This is an optimization exercise on Yosys and OpenROAD, whose aim is small area, a short achievable clock period and few clock cycles per item, not a production implementation.
RTL that was checked went through simulation tests only; none was proved equivalent to the original.

==> job 9681: inputs <==
## iir_orde1_axis_wrapper
module iir_orde1_axis_wrapper #(
    parameter integer C_S_AXI_DATA_WIDTH = 32,
    parameter integer C_S_AXI_ADDR_WIDTH = 4,
    parameter integer DATA_WIDTH         = 32   
)(
    input  wire aclk,
    input  wire aresetn,   
    input  wire [DATA_WIDTH-1:0] s_axis_tdata,
    input  wire                  s_axis_tvalid,
    output wire                  s_axis_tready,
    input  wire                  s_axis_tlast,
    output wire [DATA_WIDTH-1:0] m_axis_tdata,
    output reg                   m_axis_tvalid,
    input  wire                  m_axis_tready,
    output reg                   m_axis_tlast,
    input  wire [C_S_AXI_ADDR_WIDTH-1:0] s_axi_awaddr,
    input  wire                          s_axi_awvalid,
    output wire                          s_axi_awready,
    input  wire [C_S_AXI_DATA_WIDTH-1:0] s_axi_wdata,
    input  wire [C_S_AXI_DATA_WIDTH/8-1:0] s_axi_wstrb,
    input  wire                          s_axi_wvalid,
    output wire                          s_axi_wready,
    output wire [1:0]                    s_axi_bresp,
    output wire                          s_axi_bvalid,
    input  wire                          s_axi_bready,
    input  wire [C_S_AXI_ADDR_WIDTH-1:0] s_axi_araddr,
    input  wire                          s_axi_arvalid,
    output wire                          s_axi_arready,
    output wire [C_S_AXI_DATA_WIDTH-1:0] s_axi_rdata,
    output wire [1:0]                    s_axi_rresp,
    output wire                          s_axi_rvalid,
    input  wire                          s_axi_rready
);
Settings: LEC_CHECK=0, CAP_MARGIN=20, CORE_MARGIN=2, CORE_UTILIZATION=40, SLEW_MARGIN=20; clock period 15.0 ns.
standard.sh (not shown) runs the stock make flow with config.mk's settings and CLKGATE_MAP_FILE= SYNTH_SCRIPT=/design/flow/synth_recipe.tcl, a recipe that flattens the netlist after the stock synthesis.
==> flow/flow/run.sh <==
#!/bin/bash
# The standard layout (the standard.sh, unchanged synthesis and SDC) with
# two changes to how ORFS builds it:
#  - the port buffers are plain buf_2 cells (ORFS otherwise picks a slow
#    delay-buffer cell for them); every port is still buffered;
#  - timing repair aims at a slack margin, so it works on the paths that
#    set the achieved period.
set -o pipefail
export SETUP_SLACK_MARGIN=10.6
export BUFFER_PORTS_ARGS="-inputs -outputs -buffer_cell sky130_fd_sc_hd__buf_2"
bash standard.sh > standard.log 2>&1
==> inputs of job 9706, as changes to job 9681 <==
--- a/flow/design.v
+++ b/flow/design.v
@@ -1448,54 +1448,55 @@
             end
         end
     end
     wire go = ~m_axis_tvalid | m_axis_tready;
     reg        rdy;                   
     reg [1:0]  cnt;                   
-    reg [15:0] e0_d, e1_d;
-    reg        e0_l, e1_l;            
-    reg        e0_c, e1_c;            
+    reg [15:0] e0_d, e1_d, e2_d;
+    reg        e0_l, e1_l, e2_l;      
+    reg        e0_c, e1_c, e2_c;      
     reg        hc;                    
     reg        ph;                    
     reg        p_v, q_v;              
     assign s_axis_tready = rdy;
     wire accept = s_axis_tvalid & rdy;
     wire idle = (cnt == 2'd0) & ~p_v & ~q_v;
     wire adv  = go & ~(idle & ~ph);
     wire f_v = (cnt != 2'd0) & (hc == ph);
     wire pop = adv & f_v;
     wire [1:0] cnt_next = cnt - {1'b0, pop} + {accept, 1'b0};
-    wire tvalid_next = (adv & q_v & q_ch) | (m_axis_tvalid & ~m_axis_tready);
-    wire ph_next     = ph ^ adv;
-    wire hc_next     = hc ^ pop;
     wire ctrl0_next = (reg_write && s_axi_awaddr[3:2] == 2'h0) ?
                       s_axi_wdata[0] : reg_ctrl[0];
     always @(posedge aclk) begin
         if (!aresetn) begin
             rdy <= 1'b1;
             cnt <= 2'd0;
             hc  <= 1'b0;
             ph  <= 1'b0;
         end else begin
-            rdy <= ctrl0_next & ~tvalid_next &
-                   ((cnt_next == 2'd0) |
-                    ((cnt_next == 2'd1) & (ph_next == hc_next)));
+            rdy <= ctrl0_next & (cnt_next <= 2'd1);
             cnt <= cnt_next;
             if (pop)
                 hc <= ~hc;
             if (adv)
                 ph <= ~ph;
         end
     end
+    reg [17:0] v0, v1, v2, v3;
+    wire [17:0] in_l = {s_axis_tlast, reg_ctrl[1], s_axis_tdata[31:16]};
+    wire [17:0] in_r = {s_axis_tlast, reg_ctrl[1], s_axis_tdata[15:0]};
+    always @* begin
+        v0 = (cnt == 2'd0) ? in_l : {e0_l, e0_c, e0_d};
+        v1 = (cnt == 2'd0) ? in_r : (cnt == 2'd1) ? in_l : {e1_l, e1_c, e1_d};
+        v2 = (cnt == 2'd1) ? in_r : (cnt == 2'd2) ? in_l : {e2_l, e2_c, e2_d};
+        v3 = in_r;
+    end
     always @(posedge aclk) begin
-        if (accept) begin
-            {e0_l, e0_c, e0_d} <= {s_axis_tlast, reg_ctrl[1], s_axis_tdata[31:16]};
-            {e1_l, e1_c, e1_d} <= {s_axis_tlast, reg_ctrl[1], s_axis_tdata[15:0]};
-        end else if (pop) begin
-            {e0_l, e0_c, e0_d} <= {e1_l, e1_c, e1_d};
-        end
+        {e0_l, e0_c, e0_d} <= pop ? v1 : v0;
+        {e1_l, e1_c, e1_d} <= pop ? v2 : v1;
+        {e2_l, e2_c, e2_d} <= pop ? v3 : v2;
     end
     reg p_l, p_c, p_ch;               
     reg q_l, q_c, q_ch;               
     reg [31:0] out_d;
     wire [15:0] y_new;
     wire [15:0] y_left;
==> flow/flow/run.sh (replaced) <==
#!/bin/bash
# The standard layout (the standard.sh, unchanged synthesis and SDC) with
# two changes to how ORFS builds it:
#  - the port buffers are plain buf_2 cells (ORFS otherwise picks a slow
#    delay-buffer cell for them); every port is still buffered;
#  - timing repair aims at a slack margin, so it works on the paths that
#    set the achieved period.
set -o pipefail
export SETUP_SLACK_MARGIN=10.3
export BUFFER_PORTS_ARGS="-inputs -outputs -buffer_cell sky130_fd_sc_hd__buf_2"
bash standard.sh > standard.log 2>&1
==> inputs of job 6706, as changes to job 9681 <==
--- a/flow/design.v
+++ b/flow/design.v
@@ -17,69 +17,90 @@
     localparam W = 33;
     reg  [15:0]  xa, xb;          
     reg  [15:0]  yb;              
     reg  [W-1:0] ps, pc;          
     reg  [17:0]  qs, qc;          
     reg          qk;
-    reg [7:0] a0_one, a0_two;
-    wire [7:0] a0_neg = {a0[15], a0[13], a0[11], a0[9], a0[7], a0[5], a0[3], a0[1]};
+    reg [7:0] a0_neg, a0_one, a0_two;
     always @(posedge clk) begin
+        a0_neg[0] <= a0[1];
         a0_one[0] <= a0[0] ^ 1'b0;
         a0_two[0] <= (a0[1] & ~a0[0] & ~1'b0) | (~a0[1] & a0[0] & 1'b0);
+        a0_neg[1] <= a0[3];
         a0_one[1] <= a0[2] ^ a0[1];
         a0_two[1] <= (a0[3] & ~a0[2] & ~a0[1]) | (~a0[3] & a0[2] & a0[1]);
+        a0_neg[2] <= a0[5];
         a0_one[2] <= a0[4] ^ a0[3];
         a0_two[2] <= (a0[5] & ~a0[4] & ~a0[3]) | (~a0[5] & a0[4] & a0[3]);
+        a0_neg[3] <= a0[7];
         a0_one[3] <= a0[6] ^ a0[5];
         a0_two[3] <= (a0[7] & ~a0[6] & ~a0[5]) | (~a0[7] & a0[6] & a0[5]);
+        a0_neg[4] <= a0[9];
         a0_one[4] <= a0[8] ^ a0[7];
         a0_two[4] <= (a0[9] & ~a0[8] & ~a0[7]) | (~a0[9] & a0[8] & a0[7]);
+        a0_neg[5] <= a0[11];
         a0_one[5] <= a0[10] ^ a0[9];
         a0_two[5] <= (a0[11] & ~a0[10] & ~a0[9]) | (~a0[11] & a0[10] & a0[9]);
+        a0_neg[6] <= a0[13];
         a0_one[6] <= a0[12] ^ a0[11];
         a0_two[6] <= (a0[13] & ~a0[12] & ~a0[11]) | (~a0[13] & a0[12] & a0[11]);
+        a0_neg[7] <= a0[15];
         a0_one[7] <= a0[14] ^ a0[13];
         a0_two[7] <= (a0[15] & ~a0[14] & ~a0[13]) | (~a0[15] & a0[14] & a0[13]);
     end
-    reg [7:0] a1_one, a1_two;
-    wire [7:0] a1_neg = {a1[15], a1[13], a1[11], a1[9], a1[7], a1[5], a1[3], a1[1]};
+    reg [7:0] a1_neg, a1_one, a1_two;
     always @(posedge clk) begin
+        a1_neg[0] <= a1[1];
         a1_one[0] <= a1[0] ^ 1'b0;
         a1_two[0] <= (a1[1] & ~a1[0] & ~1'b0) | (~a1[1] & a1[0] & 1'b0);
+        a1_neg[1] <= a1[3];
         a1_one[1] <= a1[2] ^ a1[1];
         a1_two[1] <= (a1[3] & ~a1[2] & ~a1[1]) | (~a1[3] & a1[2] & a1[1]);
+        a1_neg[2] <= a1[5];
         a1_one[2] <= a1[4] ^ a1[3];
         a1_two[2] <= (a1[5] & ~a1[4] & ~a1[3]) | (~a1[5] & a1[4] & a1[3]);
+        a1_neg[3] <= a1[7];
         a1_one[3] <= a1[6] ^ a1[5];
         a1_two[3] <= (a1[7] & ~a1[6] & ~a1[5]) | (~a1[7] & a1[6] & a1[5]);
+        a1_neg[4] <= a1[9];
         a1_one[4] <= a1[8] ^ a1[7];
         a1_two[4] <= (a1[9] & ~a1[8] & ~a1[7]) | (~a1[9] & a1[8] & a1[7]);
+        a1_neg[5] <= a1[11];
         a1_one[5] <= a1[10] ^ a1[9];
         a1_two[5] <= (a1[11] & ~a1[10] & ~a1[9]) | (~a1[11] & a1[10] & a1[9]);
+        a1_neg[6] <= a1[13];
         a1_one[6] <= a1[12] ^ a1[11];
         a1_two[6] <= (a1[13] & ~a1[12] & ~a1[11]) | (~a1[13] & a1[12] & a1[11]);
+        a1_neg[7] <= a1[15];
         a1_one[7] <= a1[14] ^ a1[13];
         a1_two[7] <= (a1[15] & ~a1[14] & ~a1[13]) | (~a1[15] & a1[14] & a1[13]);
     end
-    reg [7:0] b1_one, b1_two;
-    wire [7:0] b1_neg = {b1[15], b1[13], b1[11], b1[9], b1[7], b1[5], b1[3], b1[1]};
+    reg [7:0] b1_neg, b1_one, b1_two;
     always @(posedge clk) begin
+        b1_neg[0] <= b1[1];
         b1_one[0] <= b1[0] ^ 1'b0;
         b1_two[0] <= (b1[1] & ~b1[0] & ~1'b0) | (~b1[1] & b1[0] & 1'b0);
+        b1_neg[1] <= b1[3];
         b1_one[1] <= b1[2] ^ b1[1];
         b1_two[1] <= (b1[3] & ~b1[2] & ~b1[1]) | (~b1[3] & b1[2] & b1[1]);
+        b1_neg[2] <= b1[5];
         b1_one[2] <= b1[4] ^ b1[3];
         b1_two[2] <= (b1[5] & ~b1[4] & ~b1[3]) | (~b1[5] & b1[4] & b1[3]);
+        b1_neg[3] <= b1[7];
         b1_one[3] <= b1[6] ^ b1[5];
         b1_two[3] <= (b1[7] & ~b1[6] & ~b1[5]) | (~b1[7] & b1[6] & b1[5]);
+        b1_neg[4] <= b1[9];
         b1_one[4] <= b1[8] ^ b1[7];
         b1_two[4] <= (b1[9] & ~b1[8] & ~b1[7]) | (~b1[9] & b1[8] & b1[7]);
+        b1_neg[5] <= b1[11];
         b1_one[5] <= b1[10] ^ b1[9];
         b1_two[5] <= (b1[11] & ~b1[10] & ~b1[9]) | (~b1[11] & b1[10] & b1[9]);
+        b1_neg[6] <= b1[13];
         b1_one[6] <= b1[12] ^ b1[11];
         b1_two[6] <= (b1[13] & ~b1[12] & ~b1[11]) | (~b1[13] & b1[12] & b1[11]);
+        b1_neg[7] <= b1[15];
         b1_one[7] <= b1[14] ^ b1[13];
         b1_two[7] <= (b1[15] & ~b1[14] & ~b1[13]) | (~b1[15] & b1[14] & b1[13]);
     end
     wire pa_r0_0 = (((a0_one[0] & x_in[0]) | (a0_two[0] & 1'b0)) ^ a0_neg[0]);
     wire pa_r0_1 = (((a0_one[0] & x_in[1]) | (a0_two[0] & x_in[0])) ^ a0_neg[0]);
     wire pa_r0_2 = (((a0_one[0] & x_in[2]) | (a0_two[0] & x_in[1])) ^ a0_neg[0]);
@@ -1448,54 +1469,55 @@
             end
         end
     end
     wire go = ~m_axis_tvalid | m_axis_tready;
     reg        rdy;                   
     reg [1:0]  cnt;                   
-    reg [15:0] e0_d, e1_d;
-    reg        e0_l, e1_l;            
-    reg        e0_c, e1_c;            
+    reg [15:0] e0_d, e1_d, e2_d;
+    reg        e0_l, e1_l, e2_l;      
+    reg        e0_c, e1_c, e2_c;      
     reg        hc;                    
     reg        ph;                    
     reg        p_v, q_v;              
     assign s_axis_tready = rdy;
     wire accept = s_axis_tvalid & rdy;
     wire idle = (cnt == 2'd0) & ~p_v & ~q_v;
     wire adv  = go & ~(idle & ~ph);
     wire f_v = (cnt != 2'd0) & (hc == ph);
     wire pop = adv & f_v;
     wire [1:0] cnt_next = cnt - {1'b0, pop} + {accept, 1'b0};
-    wire tvalid_next = (adv & q_v & q_ch) | (m_axis_tvalid & ~m_axis_tready);
-    wire ph_next     = ph ^ adv;
-    wire hc_next     = hc ^ pop;
     wire ctrl0_next = (reg_write && s_axi_awaddr[3:2] == 2'h0) ?
                       s_axi_wdata[0] : reg_ctrl[0];
     always @(posedge aclk) begin
         if (!aresetn) begin
             rdy <= 1'b1;
             cnt <= 2'd0;
             hc  <= 1'b0;
             ph  <= 1'b0;
         end else begin
-            rdy <= ctrl0_next & ~tvalid_next &
-                   ((cnt_next == 2'd0) |
-                    ((cnt_next == 2'd1) & (ph_next == hc_next)));
+            rdy <= ctrl0_next & (cnt_next <= 2'd1);
             cnt <= cnt_next;
             if (pop)
                 hc <= ~hc;
             if (adv)
                 ph <= ~ph;
         end
     end
+    reg [17:0] v0, v1, v2, v3;
+    wire [17:0] in_l = {s_axis_tlast, reg_ctrl[1], s_axis_tdata[31:16]};
+    wire [17:0] in_r = {s_axis_tlast, reg_ctrl[1], s_axis_tdata[15:0]};
+    always @* begin
+        v0 = (cnt == 2'd0) ? in_l : {e0_l, e0_c, e0_d};
+        v1 = (cnt == 2'd0) ? in_r : (cnt == 2'd1) ? in_l : {e1_l, e1_c, e1_d};
+        v2 = (cnt == 2'd1) ? in_r : (cnt == 2'd2) ? in_l : {e2_l, e2_c, e2_d};
+        v3 = in_r;
+    end
     always @(posedge aclk) begin
-        if (accept) begin
-            {e0_l, e0_c, e0_d} <= {s_axis_tlast, reg_ctrl[1], s_axis_tdata[31:16]};
-            {e1_l, e1_c, e1_d} <= {s_axis_tlast, reg_ctrl[1], s_axis_tdata[15:0]};
-        end else if (pop) begin
-            {e0_l, e0_c, e0_d} <= {e1_l, e1_c, e1_d};
-        end
+        {e0_l, e0_c, e0_d} <= pop ? v1 : v0;
+        {e1_l, e1_c, e1_d} <= pop ? v2 : v1;
+        {e2_l, e2_c, e2_d} <= pop ? v3 : v2;
     end
     reg p_l, p_c, p_ch;               
     reg q_l, q_c, q_ch;               
     reg [31:0] out_d;
     wire [15:0] y_new;
     wire [15:0] y_left;
==> flow/flow/run.sh (replaced) <==
#!/bin/bash
# The standard layout (the standard.sh, unchanged synthesis), with ORFS's
# timing repair aimed at a slack margin, so it works on the paths that set
# the achieved period. The SDC and every other setting stay as given.
set -o pipefail
export SETUP_SLACK_MARGIN=10.5
bash standard.sh > standard.log 2>&1
==> results.sh <==
export IMPL_p_per_area_nw_per_um2=134
export IMPL_p_clk_mw=1.28
export IMPL_areaGrowthSynthToFinish_pct=12.0
export IMPL_bufAreaShareNonClock=0.0486
export IMPL_hold_ws_ns=0.385
export IMPL_synthCells=3475
export IMPL_outcome="complete, no violations"
export IMPL_die_w_um=299
export IMPL_fin_nets=3983
export IMPL_dr_wl_met2_um=44900
export IMPL_firstDrtPassIters=6
export IMPL_power_frac_clock=0.245
export IMPL_critPathLaunch="e0_d[12]$_DFFE_PP_"
The numbers above come from job 9681.

==> results.sh <==
export IMPL_outcome="complete, no violations"
export IMPL_placed_cell_area_sq_um=36900
export IMPL_dr_wl_met2_um=43400
export IMPL_ys_warn_count=2
export IMPL_p_per_area_nw_per_um2=145
export IMPL_die_w_um=302
export IMPL_slowest_stage="fa_1"
export IMPL_synthCells=3719
export IMPL_hold_ws_ns=0.390
export IMPL_bufAreaShareNonClock=0.0442
export IMPL_fin_nets=4204
export IMPL_critPathLaunch="reg_a0[3]$_SDFFE_PN0P_"
export IMPL_areaGrowthSynthToFinish_pct=11.2
export IMPL_multiInputCombCellCount=2511
export IMPL_busiest_layer="met2"
export IMPL_power_frac_clock=0.254
export IMPL_p_clk_mw=1.46
The numbers above come from job 9706.

==> results.sh <==
export IMPL_firstDrtPassIters=6
export IMPL_p_per_area_nw_per_um2=142
export IMPL_areaGrowthSynthToFinish_pct=13.5
export IMPL_power_frac_clock=0.236
export IMPL_synthCells=3727
export IMPL_critPathLaunch="core.xa[7]$_SDFFE_PN0P_"
export IMPL_fin_nets=4232
export IMPL_p_clk_mw=1.36
export IMPL_outcome="complete, no violations"
export IMPL_hold_ws_ns=0.377
export IMPL_dr_wl_met2_um=46200
The numbers above come from job 6706.

Testbench counts of job 9681, summed over its fixed seeds: cycles 8,320, items 4,096.
Testbench counts of job 6706, summed over its fixed seeds: cycles 8,320, items 4,096.
For job 9706, only the layout was checked, not whether the RTL still works.

[separate check: timing with driven ports]
In the flow no input, the clock included, has a driving cell. The finished layouts below were timed again as built, in two steps. Step 1: set_driving_cell puts a clkbuf_16 on aclk and a buf_2 on each other input, an assumption about the parent block. Step 2 adds t to the input delays and takes it off the output delays; t is the mean of the earliest and latest rising clock arrival at the registers after step 1. Input paths then give back, and output paths get back, about the clock's delay inside the block. a / b / c = ideal ports / drivers / drivers and shift; a / b = the first two.
run	shift t [ns]	setup WS [ns]	worst setup path at the end
job 9681	0.675	10.563 / 10.563 / 10.083	input to register
job 9706	0.686	10.421 / 10.421 / 9.801	input to register
job 6706	0.670	10.533 / 10.474 / 9.965	input to register
After both steps every run listed still meets setup and hold. The setup slack of job 9706, which loses most, moves by 0.000 ns with the drivers and by -0.620 ns with both steps.
